This design comes from an exercise in tuning for small area on the open sky130 flow, not from production work.
No functional check of the RTL was part of this run.
Power and IR drop assume default switching activity.

**design.v**
```verilog
`timescale 1ns / 1ps
module VGA(
	input clk,					 
	input rst,					 
	input [5:0] data,			 
	output [8:0] io,			 
	output [6:0] hor_addr,	 
	output [7:0] ver_addr,	 
	output read,				 
	output write				 
    );
	 reg [9:0] ver_cntr;		 
	 reg [10:0] hor_cntr;		 
	 always @ (posedge clk)
	 begin
		if (rst) begin						 
			ver_cntr <= 10'd1;
			hor_cntr <= 11'd1;
		end
		else begin
			if (hor_cntr == 11'd1040) begin						 
				hor_cntr <= 11'd1;
				if (ver_cntr == 10'd666) ver_cntr <= 10'd1;	 
				else ver_cntr <= ver_cntr + 1'b1;				 
			end
			else hor_cntr <= hor_cntr + 1'b1;					 
		end
	 end
	 wire visible;
	 assign visible = ((ver_cntr >= 10'd1) && (ver_cntr <= 10'd600) &&	 
							 (hor_cntr >= 11'd200) && (hor_cntr <= 11'd603));	 
	 assign hor_addr = visible ? hor_cntr[8:2] : hor_cntr[6:0];
	 assign ver_addr = ver_cntr[9:2];
	 assign read = visible;
	 assign write = ((ver_cntr >= 10'd1) && (ver_cntr <= 10'd600) &&
						  (hor_cntr >= 11'd690) && (hor_cntr <= 11'd790));
	 assign io[0] = 1'b0;							 
	 assign io[1] = visible && data[0];			 
	 assign io[2] = visible && data[1];			 
	 assign io[3] = visible && data[2];			 
	 assign io[4] = visible && data[3];			 
	 assign io[5] = visible && data[4];			 
	 assign io[6] = visible && data[5];			 
	 assign io[7] = ((ver_cntr <= 10'd643) && (ver_cntr > 10'd637));	 
	 assign io[8] = ((hor_cntr <= 11'd976) && (hor_cntr > 11'd856));	 
endmodule
`timescale 1ns / 1ps
module SRAM_256kx16(
	input clk,						 
	input rst,						 
	input write,					 
	output [5:0] mem_data,		 
	input [6:0] ball_hor,		 
	input [9:0] ball_ver,		 
	input [7:0] platform0_ver,
	input [6:0] platform0_hor,
	input [5:0] platform0_width,
	input [6:0] platform1_ver,
	input [6:0] platform1_hor,
	input [4:0] platform1_width,
	input [5:0] platform2_ver,
	input [6:0] platform2_hor,
	input [4:0] platform2_width,
	input [4:0] platform3_ver,
	input [6:0] platform3_hor,
	input [4:0] platform3_width,
	input [7:0] out_platform_ver,
	input [6:0] out_platform_hor,
	input [5:0] out_platform_width,
	input over					 
	);
	reg [5:0] data;
	reg [9:0] ver_cntr;	 
	reg [6:0] hor_cntr;		 
	always @ (posedge clk)
	begin
		if (rst || ~(write)) begin			 
			hor_cntr <= 7'd1;
			if (rst) ver_cntr <= 10'd1;	 
		end
		else begin
			if (hor_cntr == 7'd101)												 
				if (ver_cntr != 10'd600) ver_cntr <= ver_cntr + 1'b1;	 
				else ver_cntr <= 10'd1;											 
			else
				hor_cntr <= hor_cntr + 1'b1;									 
		end
	end
	always @ (*)		 
	begin
		if (over) data <= 000001;	 
		else begin
			if ((ver_cntr >= 1'd0) && (ver_cntr <= 6'd39) && (hor_cntr >= 3'd6) && (hor_cntr <= 7'd96))
				data <= 6'b000000;
			else if (((ver_cntr >= {out_platform_ver, 2'b00}) && (ver_cntr <= {out_platform_ver, 2'b00} + 5'd19) && (hor_cntr >= out_platform_hor - out_platform_width) && (hor_cntr <= out_platform_hor + out_platform_width)) ||
						((ver_cntr >= {platform0_ver, 2'b00}) && (ver_cntr <= {platform0_ver, 2'b00} + 5'd19) && (hor_cntr >= platform0_hor - platform0_width) && (hor_cntr <= platform0_hor + platform0_width)) ||
						((ver_cntr >= {platform1_ver, 2'b00}) && (ver_cntr <= {platform1_ver, 2'b00} + 5'd19) && (hor_cntr >= platform1_hor - platform1_width) && (hor_cntr <= platform1_hor + platform1_width)) ||
						((ver_cntr >= {platform2_ver, 2'b00}) && (ver_cntr <= {platform2_ver, 2'b00} + 5'd19) && (hor_cntr >= platform2_hor - platform2_width) && (hor_cntr <= platform2_hor + platform2_width)) ||
						((ver_cntr >= {platform3_ver, 2'b00}) && (ver_cntr <= {platform3_ver, 2'b00} + 5'd19) && (hor_cntr >= platform3_hor - platform2_width) && (hor_cntr <= platform3_hor + platform3_width)))
				data <= 6'b001100;
			else if (((ver_cntr > ball_ver-5'd20) && (ver_cntr <= ball_ver-5'd16) && (hor_cntr >= ball_hor-1'd1) && (hor_cntr <= ball_hor+1'd1)) || 
						((ver_cntr > ball_ver-5'd16) && (ver_cntr <= ball_ver-4'd8)  && (hor_cntr >= ball_hor-2'd3) && (hor_cntr <= ball_hor+2'd3)) ||
						((ver_cntr > ball_ver-4'd8)  && (ver_cntr <= ball_ver+4'd8)  && (hor_cntr >= ball_hor-3'd4) && (hor_cntr <= ball_hor+3'd4)) ||
						((ver_cntr > ball_ver+4'd8)  && (ver_cntr <= ball_ver+5'd16) && (hor_cntr >= ball_hor-2'd3) && (hor_cntr <= ball_hor+2'd3)) ||
						((ver_cntr > ball_ver+5'd16) && (ver_cntr <= ball_ver+5'd20) && (hor_cntr >= ball_hor-1'd1) && (hor_cntr <= ball_hor+1'd1)))	
				data <= 6'b000011;
			else
				data <= 6'b110100;
		end	
	end
	assign mem_data = data;
endmodule
`timescale 1ns / 1ps
module Accelo(
	input clk,			 
	input rst,			 
	output [2:0] bo,	 
	input bi,			 
	output right,		 
	output left,		 
	output middle		 
    );
	 reg MOSI, SCLK, nCS;	 
	 reg [9:0] cntr;			 
	 reg [7:0] out;			 
	 reg [4:0] sclk_cntr;	 
	 reg sclk_en;				 
	 reg read;			 
	 reg measure;		 
	 reg range;		 
	 reg [5:0] act_address;	 
	 reg [1:0] act_data_cntr;	 
	 always @ (posedge clk)
	 begin
		if (rst) begin						 
			cntr <= 10'b0;
			SCLK <= 1'b0;
			sclk_cntr <= 5'b0;
			sclk_en <= 1'b1;				 
			act_data_cntr <= 2'b0;
			measure = 1'b1;				 
			range = 1'b0;
			act_address <= 6'h2D;		 
			read <= 1'b0;					 
			nCS <= 1'b1;					 
			MOSI <= 1'b0;
			out <= 8'b0;					 
		end
		else if (cntr == 10'd999) begin					 
			cntr <= 10'b0;
			if (SCLK) begin										 
				if (sclk_cntr == 5'd19) begin					 
					if (act_data_cntr == 2'b00) begin		 
						measure = 1'b0;							 
						range = 1'b1;								 
						act_address <= 6'h31;					 
						act_data_cntr <= act_data_cntr + 1'b1;
						end
					else if (act_data_cntr == 2'b01) begin	 
						measure = 1'b0;							 
						range = 1'b0;
						act_address <= 6'h34;					 
						act_data_cntr <= act_data_cntr + 1'b1;
						read <= 1'b1;								 
					end
					sclk_cntr <= 5'b0;
				end
				else
					sclk_cntr <= sclk_cntr + 1'b1;
				case(sclk_cntr)							 
					5'd0: nCS <= 1'b1;					 
					5'd1: nCS <= 1'b0;					 
					5'd2: begin
								MOSI <= read;				 
								sclk_en <= 1'b0;			 
							end
					5'd3: MOSI <= 1'b0; 					 
					5'd4: MOSI <= act_address[5];		 
					5'd5: MOSI <= act_address[4];
					5'd6: MOSI <= act_address[3];
					5'd7: MOSI <= act_address[2];
					5'd8: MOSI <= act_address[1];
					5'd9: MOSI <= act_address[0];
					5'd10: MOSI <= 1'b0;					 
					5'd11: MOSI <= 1'b0;					 
					5'd12: MOSI <= 1'b0;					 
					5'd13: MOSI <= 1'b0;
					5'd14: MOSI <= measure;
					5'd15: MOSI <= 1'b0;
					5'd16: MOSI <= 1'b0;
					5'd17: MOSI <= range;
					5'd19: begin
								nCS <= 1'b1;				 
								sclk_en <= 1'b1;			 
							 end
					default: begin							 
									nCS <= 1'b0;
									sclk_en <= 1'b0;
								end
				endcase
			end
			else 											 
				case (sclk_cntr)
					5'd11: out[7] <= bi && read;	 
					5'd12: out[6] <= bi && read;
					5'd13: out[5] <= bi && read;
					5'd14: out[4] <= bi && read;
					5'd15: out[3] <= bi && read;
					5'd16: out[2] <= bi && read;
					5'd17: out[1] <= bi && read;
					5'd18: out[0] <= bi && read;
				endcase
			SCLK <= ~SCLK;					 
		end
		else cntr <= cntr + 1'b1;
	 end
	 assign bo[0] = nCS;
	 assign bo[1] = MOSI;
	 assign bo[2] = sclk_en || SCLK;
	 assign left = out[7] && (out[6:0] <= 7'd96);
	 assign right = ~out[7] && (out[6:0] >= 7'd32);
	 assign middle = ~(left && right);
endmodule
`timescale 1ns / 1ps
module random(
	input [6:0] max,							 
	input trigger,								 
	input clk,									 
	input rst,									 
	output reg [6:0] out						 
    );
	 reg [6:0] cntr;					 
	 always @ (posedge clk)
	 begin
		if (rst) cntr <= 7'b0;			 
		else if (cntr == max) cntr <= 7'b0;	 
		else cntr <= cntr + 1'b1;			 
		if (trigger) out <= cntr;			 
	 end
endmodule
`timescale 1ns / 1ps
module ball_movement(
	input clk,						 
	input rst,						 
	input right,					 
	input left,						 
	input middle,					 
	output reg [9:0] ball_ver,	 
	output reg [6:0] ball_hor,	 
	output reg [7:0] platform0_ver,
	output reg [6:0] platform0_hor,
	output reg [5:0] platform0_width,
	output reg [6:0] platform1_ver,
	output reg [6:0] platform1_hor,
	output reg [4:0] platform1_width,
	output reg [5:0] platform2_ver,
	output reg [6:0] platform2_hor,
	output reg [4:0] platform2_width,
	output reg [4:0] platform3_ver,
	output reg [6:0] platform3_hor,
	output reg [4:0] platform3_width,
	output reg [7:0] out_platform_ver,
	output reg [6:0] out_platform_hor,
	output reg [5:0] out_platform_width,
	output reg over			 
    );
	 reg [12:0] cntr;					 
	 reg [1:0] upper_cntr;	 
	 reg up;								 
	 reg [19:0] score;				 
	 wire [6:0] platform4_hor;		 
	 wire [6:0] randout;
	 wire [6:0] max;
	 assign max = 7'd100 - platform3_width - platform3_width - 3'd3; 		 
	 random RAND(.clk(clk), .rst(rst), .trigger(middle), .max(max), .out(randout));	 
	 assign platform4_hor = randout + platform3_width + 3'd3;				 
	 always @ (posedge clk)
	 begin
		if (rst) begin					 
			ball_hor <= 7'd50;		 
			ball_ver <= 10'd499;
			out_platform_width <= 6'd48;
			out_platform_ver <= 8'd130;
			out_platform_hor <= 7'd51;
			platform0_width <= 6'd48;
			platform0_ver <= 8'd130;
			platform0_hor <= 7'd51;
			platform1_width <= 6'd20;
			platform1_ver <= 7'd94;
			platform1_hor <= 7'd25;
			platform2_width <= 6'd20;
			platform2_ver <= 6'd58;
			platform2_hor <= 7'd60;
			platform3_width <= 6'd20;
			platform3_ver <= 5'd22;
			platform3_hor <= 7'd30;
			over <= 1'b0;				 
			score <= 20'd0;			 
			cntr <= 13'b0;				 
			upper_cntr <= 2'b0;
			up <= 1;						 
		end
		else begin
			cntr <= cntr + 1'b1;
		end
		if (cntr[12] == 1) begin	 
			cntr <= 13'b0;
			if (up) begin				 
				if (ball_ver <= {platform0_ver, 2'b00} - 10'd213) begin			 
					if (upper_cntr == 2'b11) begin	 
						upper_cntr <= 2'b0;
						up <= 0;								 
					end
					else upper_cntr <= upper_cntr + 1'b1;
				end
				else if(ball_ver <= {platform0_ver, 2'b00} - 10'd181) ball_ver <= ball_ver - 10'd4;		 
				else if(ball_ver <= {platform0_ver, 2'b00} - 10'd117) ball_ver <= ball_ver - 10'd8;		 
				else ball_ver <= ball_ver - 10'd12;									 
				end
			else begin					 
				if (ball_ver >= 10'd600) over <= 1;	 
				else if((ball_ver == {platform1_ver, 2'b00} - 5'd21) && (ball_hor >= platform1_hor - platform1_width - 2'd2) && (ball_hor <= platform1_hor + platform1_width + 2'd2))
				begin													 
					up <= 1;											 
					score <= score + 1'd1;						 
					if (score[19] == 1) over <= 1'b1;		 
					out_platform_ver <= platform0_ver;		 
					out_platform_hor <= platform0_hor;
					out_platform_width <= platform0_width;
					platform0_ver <= platform1_ver;
					platform0_hor <= platform1_hor;
					platform0_width <= platform1_width;
					platform1_ver <= platform2_ver;
					platform1_hor <= platform2_hor;
					platform1_width <= platform2_width;
					platform2_ver <= platform3_ver;
					platform2_hor <= platform3_hor;
					platform2_width <= platform3_width;
					platform3_ver <= 5'd0;						 
					platform3_hor <= platform4_hor;			 
					if (score[1] && score[0] && (platform3_width >= 4'd10)) platform3_width <= platform3_width - 1'd1;  
				end
				else if((ball_ver == {platform0_ver, 2'b00} - 10'd21) && (ball_hor >= platform0_hor - platform0_width - 2'd2) && (ball_hor <= platform0_hor + platform0_width + 2'd2)) up <= 1;									 
				else if(ball_ver >= {platform0_ver, 2'b00} - 10'd117) ball_ver <= ball_ver + 10'd12;	 
				else if(ball_ver >= {platform0_ver, 2'b00} - 10'd181) ball_ver <= ball_ver + 10'd8;	 
				else ball_ver <= ball_ver + 10'd4;									 
			end
			if (platform0_ver <= 8'd130) begin		 
				if (out_platform_ver <= 10'd150) out_platform_ver <= out_platform_ver + 1'd1;
				platform0_ver <= platform0_ver + 1'd1;
				platform1_ver <= platform1_ver + 1'd1;
				platform2_ver <= platform2_ver + 1'd1;
				if (platform2_ver >= 8'd36) platform3_ver <= platform3_ver + 1'd1;
			end
			if (left && (ball_hor > 7'd6))  	 
				ball_hor <= ball_hor - 1'b1;
			if (right && (ball_hor < 7'd95))	 
				ball_hor <= ball_hor + 1'b1;
		end
	 end
endmodule
`timescale 1ns / 1ps
module Top_module(
	input clk,					 
	input rstbt,				 
	output [8:0] aio,			 
	output [2:0] bo,			 
	input bi,					 
	output [17:0] mem_addr,	 
	input [5:0] mem_data_in,	 
	output [5:0] mem_data_out,	 
	output mem_wen,			 
	output mem_lbn,			 
	output sram_csn,			 
	output sram_oen,			 
	output sdram_csn			 
    );
	 assign sdram_csn = 1;	 
	 wire [7:0] ver_addr;	 
	 wire [6:0] hor_addr;	 
	 wire read;					 
	 wire write;				 
	 assign mem_addr = {5'b0, ver_addr, hor_addr};	 
	 assign mem_wen = ~write;								 
	 assign mem_lbn = ~(read || write);
	 assign sram_csn = ~(read || write);
	 assign sram_oen = ~(read || write);
	 VGA VGA(
		.clk(clk),
		.rst(~rstbt),
		.data(mem_data_in),
		.io(aio),
		.hor_addr(hor_addr),
		.ver_addr(ver_addr),
		.read(read),
		.write(write)
		);
	 wire [6:0] ball_hor;
	 wire [9:0] ball_ver;
	 wire [7:0] platform0_ver;
	 wire [6:0] platform0_hor;
	 wire [5:0] platform0_width;
	 wire [6:0] platform1_ver;
	 wire [6:0] platform1_hor;
	 wire [4:0] platform1_width;
	 wire [5:0] platform2_ver;
	 wire [6:0] platform2_hor;
	 wire [4:0] platform2_width;
	 wire [4:0] platform3_ver;
	 wire [6:0] platform3_hor;
	 wire [4:0] platform3_width;
	 wire [7:0] out_platform_ver;
	 wire [6:0] out_platform_hor;
	 wire [5:0] out_platform_width;
	 wire right;
	 wire left;
	 wire middle;
	 wire over;
	 SRAM_256kx16 SRAM_256kx16(
		.clk(clk),
		.rst(~rstbt),
		.write(write),
		.mem_data(mem_data_out),
		.ball_hor(ball_hor),
		.ball_ver(ball_ver),
		.platform0_ver(platform0_ver),
		.platform0_hor(platform0_hor),
		.platform0_width(platform0_width),
		.platform1_ver(platform1_ver),
		.platform1_hor(platform1_hor),
		.platform1_width(platform1_width),
		.platform2_ver(platform2_ver),
		.platform2_hor(platform2_hor),
		.platform2_width(platform2_width),
		.platform3_ver(platform3_ver),
		.platform3_hor(platform3_hor),
		.platform3_width(platform3_width),
		.out_platform_ver(out_platform_ver),
		.out_platform_hor(out_platform_hor),
		.out_platform_width(out_platform_width),
		.over(over)
		);
	 Accelo Accelo(
		.clk(clk),
		.rst(~rstbt),
		.bo(bo),
		.bi(bi),
		.right(right),
		.left(left),
		.middle(middle)
		);
	 ball_movement ball(
		.clk(clk),
		.rst(~rstbt),
		.right(right),
		.left(left),
		.middle(middle),
		.ball_ver(ball_ver),
		.ball_hor(ball_hor),
		.platform0_ver(platform0_ver),
		.platform0_hor(platform0_hor),
		.platform0_width(platform0_width),
		.platform1_ver(platform1_ver),
		.platform1_hor(platform1_hor),
		.platform1_width(platform1_width),
		.platform2_ver(platform2_ver),
		.platform2_hor(platform2_hor),
		.platform2_width(platform2_width),
		.platform3_ver(platform3_ver),
		.platform3_hor(platform3_hor),
		.platform3_width(platform3_width),
		.out_platform_ver(out_platform_ver),
		.out_platform_hor(out_platform_hor),
		.out_platform_width(out_platform_width),
		.over(over)
		);
endmodule
```
**run.sh**
```bash
#!/bin/bash
# synth_recipe.tcl (not shown) runs the flow's synth.tcl, then flattens the netlist and writes it again
# the make line also repeats each setting of config.mk as NAME=value (left out here)
make -C /OpenROAD-flow-scripts/flow DESIGN_CONFIG=/design/flow/config.mk WORK_HOME=/design/flow/orfs CLKGATE_MAP_FILE= SYNTH_SCRIPT=/design/flow/synth_recipe.tcl finish
```
**config.mk**
```make
export PLATFORM = sky130hd
export DESIGN_NAME = Top_module
export DESIGN_NICKNAME = Top_module
export VERILOG_FILES = /design/flow/design.v
export SDC_FILE = /design/flow/constraint.sdc
export NUM_CORES = 4
export LEC_CHECK = 0
export CAP_MARGIN = 20
export CORE_MARGIN = 2
export CORE_UTILIZATION = 40
export SLEW_MARGIN = 20
```
**constraint.sdc**
```tcl
create_clock -name core_clock -period 10.0 [get_ports {clk}]
set_input_delay 2.0000 -clock core_clock [delete_from_list [all_inputs] [get_ports {clk}]]
set_output_delay 2.0000 -clock core_clock [all_outputs]
set_load 0.01 [all_outputs]
```
==> reports/summary.txt <==
largest net degree at the start of global routing: 75
Clock Path Buffers: 3
hpwl dp: 45500 um
Num Clock Sinks: 238
top cells by area, synth: ha_1 22%, dfxtp_1 20%, xnor2_1 5.6%, a21oi_1 4.7%, nor2_1 4.6%
placed insts: 3516
fin crit share: 71.9%
row count: 86
Worst Path Arrival: 5.19 ns
P&R area growth vs syn: 8.99%
Slew Viols, Final: 0
Placer Congestion: 0.888
CTS clk-pin slew, worst paths: 0.06 ns
worst min-delay path startpoint: VGA.hor_cntr[0]
area of the core: 55100 sq um
Hold WS: 0.415 ns
share of power burned in registers: 44.9%
fillers: 5453
Avg Vias per Cell: 5.65
RSZ-0062 raised after global routing: false
final hold vios: 0
Post-Synth Adder-Cell Area: 23.1%
Buf/Inv on CP: 2
n_diodes: 0
sequential area share after synthesis: 22.3%
Synth Area in Simple Gates: 20.3%
first-pass GRT wire length: 103000 um
initial antenna violation count: 0
CP dominant cell by count: a21o_1
Worst Path Max Fanout: 5
area leader, netlist: ha_1
kind of critical path: flop to output port
Post-Syn Instances: 2821
Hold/Removal Path Class: flop to flop
most common cell in the netlist: ha_1
DRC errors left: 0
VDD IR max: 0.134 mV
Top FF cell, synth: dfxtp_1
chip width: 240 um
root buffer cell: clkbuf_16
post-CTS sizing: 0
worst skew pair latency: 0.59 ns
CP Cell Sequence: inv_1 > ha_1 > a21o_1 > a21o_1 > a21o_1 > a21oi_1 > xnor2_1 > ha_1 > o21ai_0 > a21oi_1 > o311ai_0 > nand4_1 > or2_2 > o31ai_1 > clkdlybuf4s50_1
Worst slew margin: 26.2%
Setup Buffers After CTS: 0
Clock Skew: 0.0173 ns
final worst setup slack: 2.81 ns
gr usage total: 21.8%
Initial DRC Count: 1268
number of I/O port buffers: 44
Initial Util: 40.5%
synthesized area: 22300 sq um
Worst setup SP type: flop
Post-CTS Hold Buffers: 0
minimum clock period after layout: 7.19 ns
Syn. warnings: 5
Synth Register Bits: 238
Layout Nets: 3213
CTS HTree Levels: 1
DR WL/cell: 17.8 um
syn_area_per_cell: 7.90 sq um
status: finished clean
I/O Pins: 50
largest family of logic cells by synthesized area: adder cells
max_cap viols: 0
crit end category: output port
Worst Setup SP: ball.platform2_width[1]
total grt overflow: 0
FMAX: 0.139 GHz
Worst Path Required: 8.00 ns
Commonest cells post-synth: 393 x ha_1, 273 x nor2_1, 218 x dfxtp_1
CTS tree: done
Worst-Margin Slew: 1.11 ns
Sw Pwr: 0.000534 W
Setup Viol. Count Final: 0
Clock Power Share: 50.1%
Internal Pwr Total: 0.00164 W
detailed-route wire length: 63500 um
slowest CP cell: o311ai_0
number of CTS-inserted buffers: 30
Leakage Power: 10.5 nW
Post-synth ARST share: 0%
family with the most delay on the worst path: compound AO/OA/AOI/OAI gates
Compound-Gate Fraction of Synth Area: 18.1%
Post-synth EDFFs: 20
vias in the first global route: 19700
setup TNS: 0 ns
reg2reg start: ball.platform1_width[1]
Gate power share: 5.0%
Switching Share: 24.5%
PD cells: 89.6 nW/um^2
Antenna Nets Post-Route: 0
dpl ws: 3.48 ns
drt first pass iters: 5
post-synthesis cell type count: 90
overall die area: 57600 sq um
via count: 20200
XOR/XNOR Fraction of Synth Area: 9.04%
CP peak stage delay: 0.78 ns
proportion of layout cells with a drive suffix above 1: 4.01%
Cell Count, Final, Fillers Out: 3569
mux contribution to synthesized area: 1.40%
share of the synthesized area in the top cell type: 22.1%
Die H: 240 um
-- power groups by stage --
stage	clock [W]	sequential, W	combinational (W)
finish	0.00109	0.000976	0.000110
global route	0.00115	0.000977	0.000123
CTS	0.00111	0.000977	0.000109
detailed placement	0	0.000997	0.000108
global placement	0	0.000997	0.000106
floorplan	0	0.000997	0.0000718
-- metrics by stage --
stage          total power, W  cell area, sq um  util (%)
5_1_grt               0.00225             24300      44.1
3_3_place_gp          0.00110             23300      42.3
6_report              0.00218             24300      44.1
3_5_place_dp          0.00111             23300      42.3
4_1_cts               0.00220             24300      44.1
2_1_floorplan         0.00107             22300         -
-- final cells by class --
class	instances	area, sq um	share of cell area (%)
multi-input cells	2279	16100	66.3
flip-flops and latches	238	4960	20.4
well taps	748	936	3.85
clock buffers	45	888	3.66
inverters	177	664	2.74
repair buffers	74	663	2.73
clock inverters	8	78.8	0.325
-- kinds of logic after synthesis --
group	after synthesis
adder cells (fa/ha/maj)	405
other	2
XOR/XNOR	230
multiplexers	30
AND/OR/NAND/NOR	946
flip-flops	238
buffers and inverters	314
AO/OA/AOI/OAI	656
-- cells in the final DEF, fill, tap and decap left out, drive strengths merged, types with 12 or more instances in the layout --
master	instances
a211oi	25
a21o	48
a21oi	210
a22oi	12
a31oi	20
and2	15
and3	52
buf	31
clkbuf	45
clkdlybuf4s50	43
conb	12
dfxtp	218
edfxtp	20
ha	393
inv	172
mux2i	21
nand2	216
nand2b	17
nand3	146
nand4	48
nor2	274
nor2b	26
nor3	73
nor4	15
o211ai	19
o21a	22
o21ai	178
o22ai	25
o31ai	13
or3	15
xnor2	142
xor2	88
-- final timing paths --
path / to / slack [ns] / cells past startpoint
worst min-delay path: VGA.hor_cntr[0] / 0.42 / 1
worst min register to register: VGA.hor_cntr[0] / 0.42 / 1
worst max-delay path: mem_data_out[0] / 2.81 / 15
worst max register to register: ball.platform2_ver[2] / 4.56 / 20
-- flip-flops by register name, summed over array words and instances, names as in the netlist, 7 cells and up --
signal,count
ball.out_platform_hor,7
ball.cntr,13
VGA.ver_cntr,10
ball.score,20
SRAM_256kx16.ver_cntr,10
ball.RAND.out,7
VGA.hor_cntr,11
ball.platform2_hor,7
ball.ball_hor,7
Accelo.out,8
Accelo.cntr,10
ball.out_platform_ver,8
ball.ball_ver,10
ball.platform0_ver,8
SRAM_256kx16.hor_cntr,7
ball.RAND.cntr,7
ball.platform0_hor,7
ball.platform1_hor,7
ball.platform1_ver,7
ball.platform3_hor,7
-- metal layers --
metal	part of all wire, %	track usage [%]
met1	47	29.2
met2	46	37.2
met3	4.8	2.09
met4	2.6	6.34
met5	0	0

[separate check: timing with driven ports]
No port has a modelled driver above. Below, the same layout with a new extraction and two added sets of constraints. Step 1 assumes that a clkbuf_16 drives the clock port and a buf_2 every other input. Step 2 times the ports against the registers' clock, not the clock port: input delays grow and output delays shrink by t, the midpoint of the rising clock arrivals with the driver on. Three values: ideal ports, drivers, drivers and shift; two values: the first two.
t, ns: 0.641
setup slack, ns: 2.806 / 2.750 / 3.390
worst setup path at the end: register to output
worst register clock-pin slew, ns: 0.07 / 0.07
After both steps this run still meets setup and hold. The setup slack of this run moves by -0.056 ns with the drivers and by +0.584 ns with both steps.
